Source: an optimization exercise on an open RTL-to-GDS flow (aim: small area). Production flows keep margins and buffers that such runs may drop. Only simulation tests tie the RTL to the original design; equivalence was not proved. Power figures rest on the tool's default switching activity, not on a simulated workload.

### flow/design.v
module LM35INO(
	input clk,
	input rst,
	input ack,
	input [9:0] db,
	output [7:0] sseg,
	output [5:0] en
);
reg [14:0] ca;
reg ta;
wire ca_end = (ca & 15'd11007) == 15'd10922;
wire ca_clr = rst | ca_end;
always @(posedge clk) begin
	ca <= ca_clr ? 15'd630 : {~ca[13:0], ca[14] ^ ca[0]};
	ta <= ~rst & (ta ^ ca_end);
end
wire input_tick = ca_end & ~ta;
reg [15:0] cb;
reg tb;
wire cb_end = (cb & 16'd22527) == 16'd746;
wire cb_clr = rst | cb_end;
always @(posedge clk) begin
	cb <= cb_clr ? 16'd48720 : {~cb[14:0], ~(cb[15] ^ cb[6])};
	tb <= ~rst & (tb ^ cb_end);
end
wire sseg_tick = cb_end & ~tb;
reg [9:0] data;
always @(posedge clk)
	if (rst) data <= 10'd0;
	else if (input_tick & ack) data <= db;
function [3:0] st5;
	input [2:0] c;
	input b;
	case ({c, b})
		4'b0000: st5 = 4'b0000;
		4'b0001: st5 = 4'b0001;
		4'b0010: st5 = 4'b0010;
		4'b0011: st5 = 4'b0011;
		4'b0100: st5 = 4'b0100;
		4'b0101: st5 = 4'b1000;
		4'b0110: st5 = 4'b1001;
		4'b0111: st5 = 4'b1010;
		4'b1000: st5 = 4'b1011;
		4'b1001: st5 = 4'b1100;
		default: st5 = 4'b0000;
	endcase
endfunction
function [2:0] c2;
	input [1:0] v;
	case (v)
		2'd0: c2 = 3'b000;
		2'd1: c2 = 3'b001;
		2'd2: c2 = 3'b010;
		2'd3: c2 = 3'b011;
	endcase
endfunction
function [3:0] hc;
	input [3:0] q;
	case (q)
		4'd0: hc = 4'b0000;
		4'd1: hc = 4'b0001;
		4'd2: hc = 4'b0010;
		4'd3: hc = 4'b0011;
		4'd4: hc = 4'b0100;
		4'd5: hc = 4'b0101;
		4'd6: hc = 4'b0110;
		4'd7: hc = 4'b0111;
		4'd8: hc = 4'b1000;
		4'd9: hc = 4'b1001;
		4'd10: hc = 4'b0000;
		default: hc = 4'b0000;
	endcase
endfunction
reg [2:0] r1, r2;
reg [6:0] q1;
reg [3:0] q2, t;
integer i;
always @* begin
	r1 = c2({data[9], data[8]});
	for (i = 7; i >= 1; i = i - 1) begin
		t = st5(r1, data[i]);
		q1[i-1] = t[3];
		r1 = t[2:0];
	end
	r2 = c2({q1[6], q1[5]});
	q2[3:2] = 2'b00;
	for (i = 4; i >= 1; i = i - 1) begin
		t = st5(r2, q1[i]);
		q2[i-1] = t[3];
		r2 = t[2:0];
	end
end
wire [3:0] ones = {r1, data[0]};
wire [3:0] tens = {r2, q1[0]};
wire [3:0] hund = hc(q2);
reg [1:0] pos;
reg [3:0] digit;
reg [1:0] pos_nx;
always @* case (pos)
	2'd0: pos_nx = 2'd1;
	2'd1: pos_nx = 2'd2;
	2'd2: pos_nx = 2'd3;
	default: pos_nx = 2'd1;
endcase
always @(posedge clk) begin
	if (rst) begin
		pos <= 2'd0;
		digit <= 4'b0000;
	end else if (sseg_tick) begin
		pos <= pos_nx;
		digit <= (pos_nx == 2'd1) ? ones : (pos_nx == 2'd2) ? tens : hund;
	end
end
wire [15:0] seg_t6 = 16'b0000000010000011;
wire [15:0] seg_t5 = 16'b0000000010001110;
wire [15:0] seg_t4 = 16'b0000001010111010;
wire [15:0] seg_t3 = 16'b0000000010010010;
wire [15:0] seg_t2 = 16'b0000000000000100;
wire [15:0] seg_t1 = 16'b0000000001100000;
wire [15:0] seg_t0 = 16'b0000000000010010;
wire [6:0] seg_d = {seg_t6[digit], seg_t5[digit], seg_t4[digit], seg_t3[digit], seg_t2[digit], seg_t1[digit], seg_t0[digit]};
assign en = {3'b111, pos != 2'd3, pos != 2'd2, pos != 2'd1};
assign sseg = {pos != 2'd2, seg_d};
endmodule
### flow/flow/run.sh
#!/bin/bash
# The standard layout (standard.sh) with three changes:
#  - synthesis is synth_recipe.tcl unchanged except that ABC maps the logic with
#    flow/abc.script (area-oriented, no buffering or upsizing);
#  - the port buffers are the smallest buffer cell;
#  - CTS adds no dummy clock loads.
set -euo pipefail
W=$(pwd)
sed 's#log_cmd abc {\*}\$abc_args#log_cmd abc {*}[lreplace $abc_args 1 1 '"$W"'/flow/abc.script]#' \
    "$FLOW_HOME/scripts/synth.tcl" > my_synth_body.tcl
grep -q "flow/abc.script" my_synth_body.tcl
sed "s#source \$::env(SCRIPTS_DIR)/synth.tcl#source $W/my_synth_body.tcl#" synth_recipe.tcl > my_synth.tcl
grep -q "my_synth_body.tcl" my_synth.tcl
sed "s#SYNTH_SCRIPT=[^ ]*#SYNTH_SCRIPT=$W/my_synth.tcl#" standard.sh > my_standard.sh
grep -q "my_synth.tcl" my_standard.sh
export BUFFER_PORTS_ARGS="-buffer_cell sky130_fd_sc_hd__buf_1"
export CTS_ARGS="-sink_clustering_enable -repair_clock_nets -dont_use_dummy_load -buf_list {sky130_fd_sc_hd__clkbuf_4 sky130_fd_sc_hd__clkbuf_8}"
bash my_standard.sh > standard.log 2>&1
### flow/flow/abc.script
strash
&get -n
&deepsyn -T 60
&put
dch
map -a
topo
stime -c
### flow/standard.sh
#!/bin/bash
# synth_recipe.tcl (not shown) runs the flow's synth.tcl, then flattens the netlist and writes it again
# the make line also repeats each setting of config.mk as NAME=value (left out here)
make -C /OpenROAD-flow-scripts/flow DESIGN_CONFIG=/design/flow/config.mk WORK_HOME=/design/flow/orfs CLKGATE_MAP_FILE= SYNTH_SCRIPT=/design/flow/synth_recipe.tcl "${@:-finish}"
### flow/config.mk
export PLATFORM = sky130hd
export DESIGN_NAME = LM35INO
export DESIGN_NICKNAME = LM35INO
export VERILOG_FILES = /design/flow/design.v
export SDC_FILE = /design/flow/constraint.sdc
export NUM_CORES = 4
export LEC_CHECK = 0
export ABC_AREA = 1
export CAP_MARGIN = 20
export CORE_MARGIN = 2
export CORE_UTILIZATION = 40
export SLEW_MARGIN = 20
### flow/constraint.sdc
create_clock -name core_clock -period 20.0 [get_ports {clk}]
set_input_delay 4.0000 -clock core_clock [delete_from_list [all_inputs] [get_ports {clk}]]
set_output_delay 4.0000 -clock core_clock [all_outputs]
set_load 0.01 [all_outputs]
==> impl_metrics.toml, run 1 <==
[sta]
clock-skew-final_ns = 0.0197
rsz0062_at_grt = "no"
worst_slew_pin_slew_ns = 0.515
period_needed_ns = 5.51
fmax_mhz = 181
finalCritPeriodShare = 0.276
report.final.slew_viol_count = 0
fin_ws_ns = 14.49
maxSlewHeadroom = 0.656
tns_ns = 0
setup_viol = 0
hold_violations = 0
fin_hold_ws_ns = 0.360

[synthesis]
ys_types = 29
synthTopCellsByArea = "dfxtp_1 42%, clkinv_1 11%, nor2_1 9.1%"
yosysTopAreaCell = "dfxtp_1"
syn_area_sq_um = 2310
synth_cells = 323
synth_seq_cells = 49
avgSynthCellArea_sq_um = 7.15
yosys_warnings = 1
synth.top_cell.area_share = 0.425
synth_seq_area_share = 0.425

[power_and_ir_drop]
peakVddDrop_v = 0.0000468
power.density_nw_per_um2 = 63.5
p_leak_nw = 0.969

[job]
drv_cap = 0

[worst_setup_path]
crit_type = "reg -> out"
worstPathMaxFanout = 5
r2r_end = "digit[2]"
r2r_start = "data[8]"
crit_chain = "clkinv_1 -> ha_1 -> o21ai_0 -> buf_1"
cpMaxStageDelayCell = "dfxtp_1"
r2r_slack_ns = 16.28
slowest_delay_ns = 0.37
r2r_cells = 25
worstPathRequired_ns = 16.00
crit_path_end_kind = "output pin"
cp_data_arrival_time_ns = 1.51
crit_path_start_kind = "register"

[clock_tree]
clockBufferDepth = 2
htreeDepth = 2
cts_setup_buffers = 0
clk_pin_slew_ns = 0.09
worst_skew_pair.late_latency_ns = 0.30
cts_tree = "done"
ctsHoldBuffers = 0
cts-root-buf = "clkbuf_8"
cts.repair.resized = 0
cts_inserted_buffers = 5
clock_sinks = 49

[grt]
grt_usage = 0.151
grt_pass1_vias = 1839
antenna_found_initial = 0
grt_pass1_wl_microns = 7610
grt_overflow_total = 0
grt_max_degree = 18

[place]
dp_hpwl_microns = 3440
finalWeightedCongestion = 0.893
dp_slack_ns = 14.61
portBuffers = 23

[hold_path]
hold_depth = 1
hold_class = "reg -> reg"
min_from = "cb[11]"
whs_endpoint = "cb[12]"

[drt]
routed_via_density = 4.84
wirelength_microns = 4370
drtPass1Iterations = 4
drtAntennaViolNets = 0
vias = 2034
wl_per_cell_microns = 10.4
drt_first_iter_violations = 84
drc = 0

[layout]
final_nets = 374
drive_gt1_frac = 0.0259
mostFrequentLayoutCell = "clkinv_1"
area_growth_pct = 9.32
diodes = 0
final_cell_mix = "66 x clkinv_1, 56 x nor2_1, 52 x nand2_1"
fin_util = 0.456

[floorplan]
fp.dieW_microns = 80.0
fp-row-count = 27
die-area_sq_um = 6400
start_util = 0.417
core_sq_um = 5540
die-height_microns = 80.0
io_pins = 27

[outcome]
status = "no timing/DRC/antenna violations"
[worst max-delay path: cells and delay by family, from the launching register on]
kind	cells	cell delay, ns
fa+ha+maj	1	0.35
flops	1	0.37
buf+inv	2	0.34
compound gates	1	0.17
[synthesized netlist by cell type]
cell and count:
a31oi_1 1, o221a_2 1, nor4_1 2, o211ai_1 2, nand4_1 4, and2_2 1, a21oi_1 16, ha_1 11
dfxtp_1 49, o2111ai_1 1, a221oi_1 1, o221ai_1 3, nand3b_1 1, o311ai_0 1, nor3b_1 1, nand2_1 52
o22ai_1 13, buf_4 5, a22oi_1 1, xor2_1 1, nand3_1 11, conb_1 1, nor3_1 5, clkinv_1 66
nor2_1 56, o21ai_0 13, or2_2 2, nor4b_1 1, o21a_1 1
[registers in the layout, indices dropped and copies added (netlist names)]
signal / flops
ca: 15
cb: 16
ta: 1
pos: 2
tb: 1
data: 10
digit: 4
[logic make-up after synthesis]
kind of cell | share of synthesized area
AND/OR/NAND/NOR | 0.245
buffers and inverters | 0.124
AO/OA/AOI/OAI | 0.141
flip-flops | 0.425
adder cells (fa/ha/maj) | 0.0596
XOR/XNOR | 0.00379
other | 0.00162
[per-layer routing]
| metal | track usage | share of wire | wire (microns) |
|---|---|---|---|
| met1 | 0.193 | 0.49 | 2130 |
| met2 | 0.248 | 0.46 | 2010 |
| met3 | 0.0238 | 0.036 | 155 |
| met4 | 0.0712 | 0.017 | 76 |
| met5 | 0 | 0 | 0 |
[area by class of cell]
type | instances | area, sq um
tap | 72 | 90.1
multi-input combinational | 205 | 1050
clock buffer | 5 | 68.8
timing repair buffer | 23 | 86.3
sequential | 49 | 981
fill | 590 | 3020
inverter | 66 | 248
[stage by stage]
stage	area [sq um]	cells	power [mW]
after floorplan	2320	325	0.109
after global placement	2460	415	0.111
after detailed placement	2460	415	0.111
after CTS	2520	420	0.162
after global routing	2520	420	0.168
final	2520	420	0.160
[how the worst max path moves through the flow]
| stage | from | endpoint | slack [ns] | cells after the start |
|---|---|---|---|---|
| floorplan | digit[0] | sseg[3] | 14.91 | 3 |
| global placement | rst | digit[2] | 14.71 | 10 |
| detailed placement | rst | digit[2] | 14.61 | 10 |
| CTS | digit[0] | sseg[3] | 14.47 | 4 |
| global route | digit[0] | sseg[3] | 14.39 | 4 |
| finish | digit[0] | sseg[3] | 14.49 | 4 |
[where the power goes]
group	internal [mW]	switching [mW]
clock	0.0226	0.0291
combinational	0.00208	0.00377
sequential	0.101	0.00171
total	0.126	0.0346
==> inputs of run 2 (changes only) <==
--- a/flow/flow/run.sh
+++ b/flow/flow/run.sh
@@ -16,3 +16,3 @@
 export BUFFER_PORTS_ARGS="-buffer_cell sky130_fd_sc_hd__buf_1"
-export CTS_ARGS="-sink_clustering_enable -repair_clock_nets -dont_use_dummy_load -buf_list {sky130_fd_sc_hd__clkbuf_4 sky130_fd_sc_hd__clkbuf_8}"
+export CTS_ARGS="-sink_clustering_enable -repair_clock_nets -dont_use_dummy_load"
 bash my_standard.sh > standard.log 2>&1
==> run 2 against run 1 <==
Effect of this change:
- count of clock-buffer cells in the layout stayed put
- combinational power about the same
- total power unchanged
- wire length unchanged
- highest routed layer unchanged
- maximum frequency did not move
- via count unchanged
- synthesized area unchanged
- critical path depth unchanged
- still clean
- largest power group unchanged
- clock power about the same
- setup slack did not move
- design area stayed put
- global-route usage stayed put
==> impl_metrics.toml, run 2 <==
[outcome]
status = "no timing/DRC/antenna violations"

[job]
drv_cap = 0

[grt]
grt_overflow_total = 0
grt_pass1_vias = 1839
antenna_found_initial = 0
grt_pass1_wl_microns = 7610
grt_max_degree = 18
grt_usage = 0.151

[worst_setup_path]
worstPathRequired_ns = 16.00
crit_path_start_kind = "register"
cp_data_arrival_time_ns = 1.51
slowest_delay_ns = 0.37
cpMaxStageDelayCell = "dfxtp_1"
path_buf_inv = 2
worstPathMaxFanout = 5
crit_family = "flip-flops"
crit_path_end_kind = "output pin"
crit_type = "reg -> out"
crit_chain = "clkinv_1 -> ha_1 -> o21ai_0 -> buf_1"

[power_and_ir_drop]
p_leak_nw = 0.969
peakVddDrop_v = 0.0000468
total_power_mw = 0.160
power.density_nw_per_um2 = 63.5

[layout]
n_fill_cell = 590
final_nets = 374
top_regs = "cb (16), ca (15), data (10)"
area_growth_pct = 9.32
largest_reg_flops = 16
mostFrequentLayoutCell = "clkinv_1"
multi_input_area_sq_um = 1050
top_register = "cb"
diodes = 0
seqCellArea_sq_um = 981
final_cell_mix = "66 x clkinv_1, 56 x nor2_1, 52 x nand2_1"
drive_gt1_frac = 0.0259

[floorplan]
fp.dieW_microns = 80.0
io_pins = 27
die-area_sq_um = 6400
core_sq_um = 5540
die-height_microns = 80.0
fp-row-count = 27
start_util = 0.417

[drt]
drtAntennaViolNets = 0
wirelength_microns = 4370
drtPass1Iterations = 4
wl_per_cell_microns = 10.4
drc = 0
drt_first_iter_violations = 84
routed_via_density = 4.84
vias = 2034

[synthesis]
yosysTopAreaCell = "dfxtp_1"
synth_seq_cells = 49
synth_ff_type = "dfxtp_1"
yosys_warnings = 1
async_flop_share = 0
yosysMostFrequentCell = "clkinv_1"
synth_seq_area_share = 0.425
avgSynthCellArea_sq_um = 7.15
synth.top_cell.area_share = 0.425
syn_area_sq_um = 2310
synth_common_cells = "66 x clkinv_1, 56 x nor2_1, 52 x nand2_1, 49 x dfxtp_1, 16 x a21oi_1"
ys_types = 29
synthTopCellsByArea = "dfxtp_1 42%, clkinv_1 11%, nor2_1 9.1%"
synth_edf_count = 0
synth_cells = 323

[place]
portBuffers = 23
dp_hpwl_microns = 3440
finalWeightedCongestion = 0.893

[sta]
report.final.slew_viol_count = 0
clock-skew-final_ns = 0.0197
maxSlewHeadroom = 0.656
worst_slew_pin_slew_ns = 0.515
setup_viol = 0
period_needed_ns = 5.51
rsz0062_at_grt = "no"
finalCritPeriodShare = 0.276
fmax_mhz = 181
hold_violations = 0
tns_ns = 0

[clock_tree]
cts-root-buf = "clkbuf_8"
worst_skew_pair.late_latency_ns = 0.30
cts.repair.resized = 0
htreeDepth = 2
cts_setup_buffers = 0
cts_inserted_buffers = 5
clockBufferDepth = 2
ctsHoldBuffers = 0
cts_tree = "done"
clk_pin_slew_ns = 0.09
clock_sinks = 49

[hold_path]
hold_class = "reg -> reg"
## run 2: cell counts in the layout (fill, tap and decap cells not counted)
No cell type changed its count.
## run 2: per-layer routing
metal / GRT usage / vias up / wire (microns)
met5: 0 / - / 0
met4: 0.0712 / 0 / 76
met3: 0.0238 / 7 / 155
met2: 0.248 / 37 / 2010
met1: 0.193 / 911 / 2130
li1: - / 1079 / -
## run 2: power breakdown
group | switching (mW) | internal [mW] | total [mW] | leakage, nW
clock | 0.0291 | 0.0226 | 0.0517 | 0.0359
combinational | 0.00377 | 0.00208 | 0.00586 | 0.530
sequential | 0.00171 | 0.101 | 0.103 | 0.403
## run 2: cells by family after synthesis
group	share of synthesized area
compound gates	0.141
xor+xnor	0.00379
fa+ha+maj	0.0596
buf+inv	0.124
flops	0.425
other cells	0.00162
simple gates	0.245
## run 2: worst paths after layout
kind,startpoint,to,slack [ns],cells after the start
hold reg to reg,cb[11],cb[12],0.36,1
setup / recovery,digit[0],sseg[3],14.49,4
hold / removal,cb[11],cb[12],0.36,1
setup reg to reg,data[8],digit[2],16.28,25
## run 2: worst reg2reg max path, cell delays in order (launching register included)
cell and delay [ns]:
dfxtp_1 0.41, clkinv_1 0.18, nor2_1 0.26, nor2_1 0.10, nand2_1 0.08, o221ai_1 0.11
nand2_1 0.15, clkinv_1 0.09, nor2_1 0.15, clkinv_1 0.10, nor2_1 0.24, nor2_1 0.09
nand2_1 0.14, nand2_1 0.06, nand2_1 0.10, clkinv_1 0.09, a221oi_1 0.33, nand2_1 0.12
nand2_1 0.13, o21ai_0 0.09, nand2_1 0.08, nand2_1 0.10, nand2_1 0.10, a21oi_1 0.06
o21ai_0 0.07, o311ai_0 0.15
## run 2: stage by stage
stage           util  setup slack, ns  hold slack [ns]  area (sq um)  instances
6_report       0.456            14.49            0.360          2520        420
5_1_grt        0.456            14.39            0.388          2520        420
4_1_cts        0.456            14.47            0.356          2520        420
3_5_place_dp   0.443            14.61            0.371          2460        415
3_3_place_gp   0.443            14.71            0.354          2460        415
2_1_floorplan      -            14.91            0.352          2320        325
## run 2: layout make-up
class | count | share of cell area
multi-input cells | 205 | 0.416
flip-flops and latches | 49 | 0.389
well taps | 72 | 0.0357
clock buffers | 5 | 0.0273
repair buffers | 23 | 0.0342
inverters | 66 | 0.0981
==> inputs of run 3 (changes only) <==
--- a/flow/flow/run.sh
+++ b/flow/flow/run.sh
@@ -16,3 +16,3 @@
 export BUFFER_PORTS_ARGS="-buffer_cell sky130_fd_sc_hd__buf_1"
-export CTS_ARGS="-sink_clustering_enable -repair_clock_nets -dont_use_dummy_load"
+export CTS_ARGS="-sink_clustering_enable -sink_clustering_size 50 -sink_clustering_max_diameter 400 -repair_clock_nets -dont_use_dummy_load -buf_list {sky130_fd_sc_hd__clkbuf_8 sky130_fd_sc_hd__clkbuf_16}"
 bash my_standard.sh > standard.log 2>&1
==> run 3 against run 2 <==
Effect of this change:
- clock skew unchanged
- via count unchanged
- largest power group unchanged
- flip-flop and latch count unchanged
- wire length unchanged
- register-to-register slack about the same
- non-clock buffer count unchanged
- cell count unchanged
- still clean on timing, DRC and antenna
- sequential power about the same
==> impl_metrics.toml, run 3 <==
[sta]
period_needed_ns = 5.51
finalCritPeriodShare = 0.276
rsz0062_at_grt = "no"
fmax_mhz = 181
hold_violations = 0
clock-skew-final_ns = 0.0197
tns_ns = 0
setup_viol = 0
maxSlewHeadroom = 0.656
worst_slew_pin_slew_ns = 0.515
report.final.slew_viol_count = 0

[layout]
final_nets = 374
largest_reg_flops = 16
diodes = 0
fin_cells = 420
area_growth_pct = 9.32
mostFrequentLayoutCell = "clkinv_1"
top_regs = "cb (16), ca (15), data (10)"
fin_util = 0.456
final_cell_mix = "66 x clkinv_1, 56 x nor2_1, 52 x nand2_1"
drive_gt1_frac = 0.0259
finalInstanceArea_sq_um = 2520
n_fill_cell = 590
top_register = "cb"

[drt]
vias = 2034
drc = 0
wl_per_cell_microns = 10.4
wirelength_microns = 4370
drt_first_iter_violations = 84
drtAntennaViolNets = 0
drtPass1Iterations = 4
routed_via_density = 4.84

[clock_tree]
clockBufferDepth = 2
worst_skew_pair.late_latency_ns = 0.30
cts_inserted_buffers = 5
htreeDepth = 2
cts-root-buf = "clkbuf_8"
cts.repair.resized = 0
ctsHoldBuffers = 0
clk_pin_slew_ns = 0.09
cts_tree = "done"
cts_setup_buffers = 0
clock_sinks = 49

[place]
finalWeightedCongestion = 0.893
place_inst = 415
dpl_cell_area_sq_um = 2460
dp_hpwl_microns = 3440
portBuffers = 23

[synthesis]
yosys_warnings = 1
yosysTopAreaCell = "dfxtp_1"
ys_types = 29
synth_common_cells = "66 x clkinv_1, 56 x nor2_1, 52 x nand2_1, 49 x dfxtp_1, 16 x a21oi_1"
avgSynthCellArea_sq_um = 7.15
syn_area_sq_um = 2310
synth_seq_cells = 49
synthTopCellsByArea = "dfxtp_1 42%, clkinv_1 11%, nor2_1 9.1%"
async_flop_share = 0
synth_ff_type = "dfxtp_1"
synth_seq_area_share = 0.425
synth_edf_count = 0
yosysMostFrequentCell = "clkinv_1"
synth.top_cell.area_share = 0.425
synth_cells = 323

[grt]
grt_max_degree = 18
grt_overflow_total = 0
antenna_found_initial = 0
grt_pass1_wl_microns = 7610
grt_pass1_vias = 1839
grt_usage = 0.151

[worst_setup_path]
crit_path_start_kind = "register"
r2r_slack_ns = 16.28
worstPathMaxFanout = 5
crit_type = "reg -> out"
worstPathRequired_ns = 16.00
crit_path_end_kind = "output pin"
cp_data_arrival_time_ns = 1.51

[power_and_ir_drop]
peakVddDrop_v = 0.0000468
power.density_nw_per_um2 = 63.5
p_leak_nw = 0.969

[floorplan]
die-area_sq_um = 6400
core_sq_um = 5540
start_util = 0.417
fp-row-count = 27
io_pins = 27
fp.dieW_microns = 80.0
die-height_microns = 80.0

[hold_path]
hold_class = "reg -> reg"

[job]
drv_cap = 0

[outcome]
status = "no timing/DRC/antenna violations"
run 3: cell counts in the layout (fill, tap and decap cells not counted):
Identical to the previous run, type by type.
run 3: stage by stage:
stage / setup slack, ns / hold WS (ns) / power [mW]
6_report: 14.49 / 0.360 / 0.160
3_5_place_dp: 14.61 / 0.371 / 0.111
2_1_floorplan: 14.91 / 0.352 / 0.109
3_3_place_gp: 14.71 / 0.354 / 0.111
5_1_grt: 14.39 / 0.388 / 0.168
4_1_cts: 14.47 / 0.356 / 0.162
run 3: cells by family (layout without fill, tap and decap cells):
family,count (synthesis),in the layout,share of synthesized area
xor+xnor,1,1,0.00379
other cells,1,3,0.00162
fa+ha+maj,11,11,0.0596
flops,49,49,0.425
simple gates,136,136,0.245
compound gates,54,54,0.141
buf+inv,71,94,0.124
run 3: worst paths after layout:
path            start  endpoint  depth (start not counted)
max reg2reg   data[8]  digit[2]                         25
min reg2reg    cb[11]    cb[12]                          1
min            cb[11]    cb[12]                          1
max          digit[0]   sseg[3]                          4
run 3: critical path, cell delays in order, from the launching register on:
cell and delay [ns]:
dfxtp_1 0.37, clkinv_1 0.17, ha_1 0.35, o21ai_0 0.17
buf_1 0.17
run 3: layout make-up:
class                      instances  area [sq um]  area share
sequential                        49           981       0.389
tap                               72          90.1      0.0357
multi-input combinational        205          1050       0.416
clock buffer                       5          68.8      0.0273
inverter                          66           248      0.0981
timing repair buffer              23          86.3      0.0342
run 3: metal layers:
metal | global-route usage | wire length (microns) | vias to the layer above
met5 | 0 | 0 | -
met4 | 0.0712 | 76 | 0
met3 | 0.0238 | 155 | 7
met2 | 0.248 | 2010 | 37
met1 | 0.193 | 2130 | 911
li1 | - | - | 1079
run 3: power breakdown:
| part | switching, mW | total [mW] | internal [mW] |
|---|---|---|---|
| Clock | 0.0291 | 0.0517 | 0.0226 |
| Combinational | 0.00377 | 0.00586 | 0.00208 |
| Sequential | 0.00171 | 0.103 | 0.101 |
| Total | 0.0346 | 0.160 | 0.126 |

==> port drivers added, routing unchanged <==
How much do the figures lean on ideal ports? The routed layouts below were timed once more, with nothing changed but the port constraints. Step 1, drivers: a clkbuf_16 drives clk and a buf_2 each remaining input, both assumed. Step 2 also shifts input and output timing later by t, the mid clock arrival at the registers, as if the neighbouring blocks saw the same clock. a / b / c = ideal / step 1 / step 2; a / b = the first two.
run | shift t [ns] | slack for setup (ns) | worst hold slack (ns)
run 1 | 0.320 | 14.490 / 14.463 / 14.623 | 0.360 / 0.360 / 0.360
run 2 | 0.320 | 14.490 / 14.463 / 14.623 | 0.360 / 0.360 / 0.360
run 3 | 0.320 | 14.490 / 14.463 / 14.623 | 0.360 / 0.360 / 0.360
After both steps every run listed still meets setup and hold.
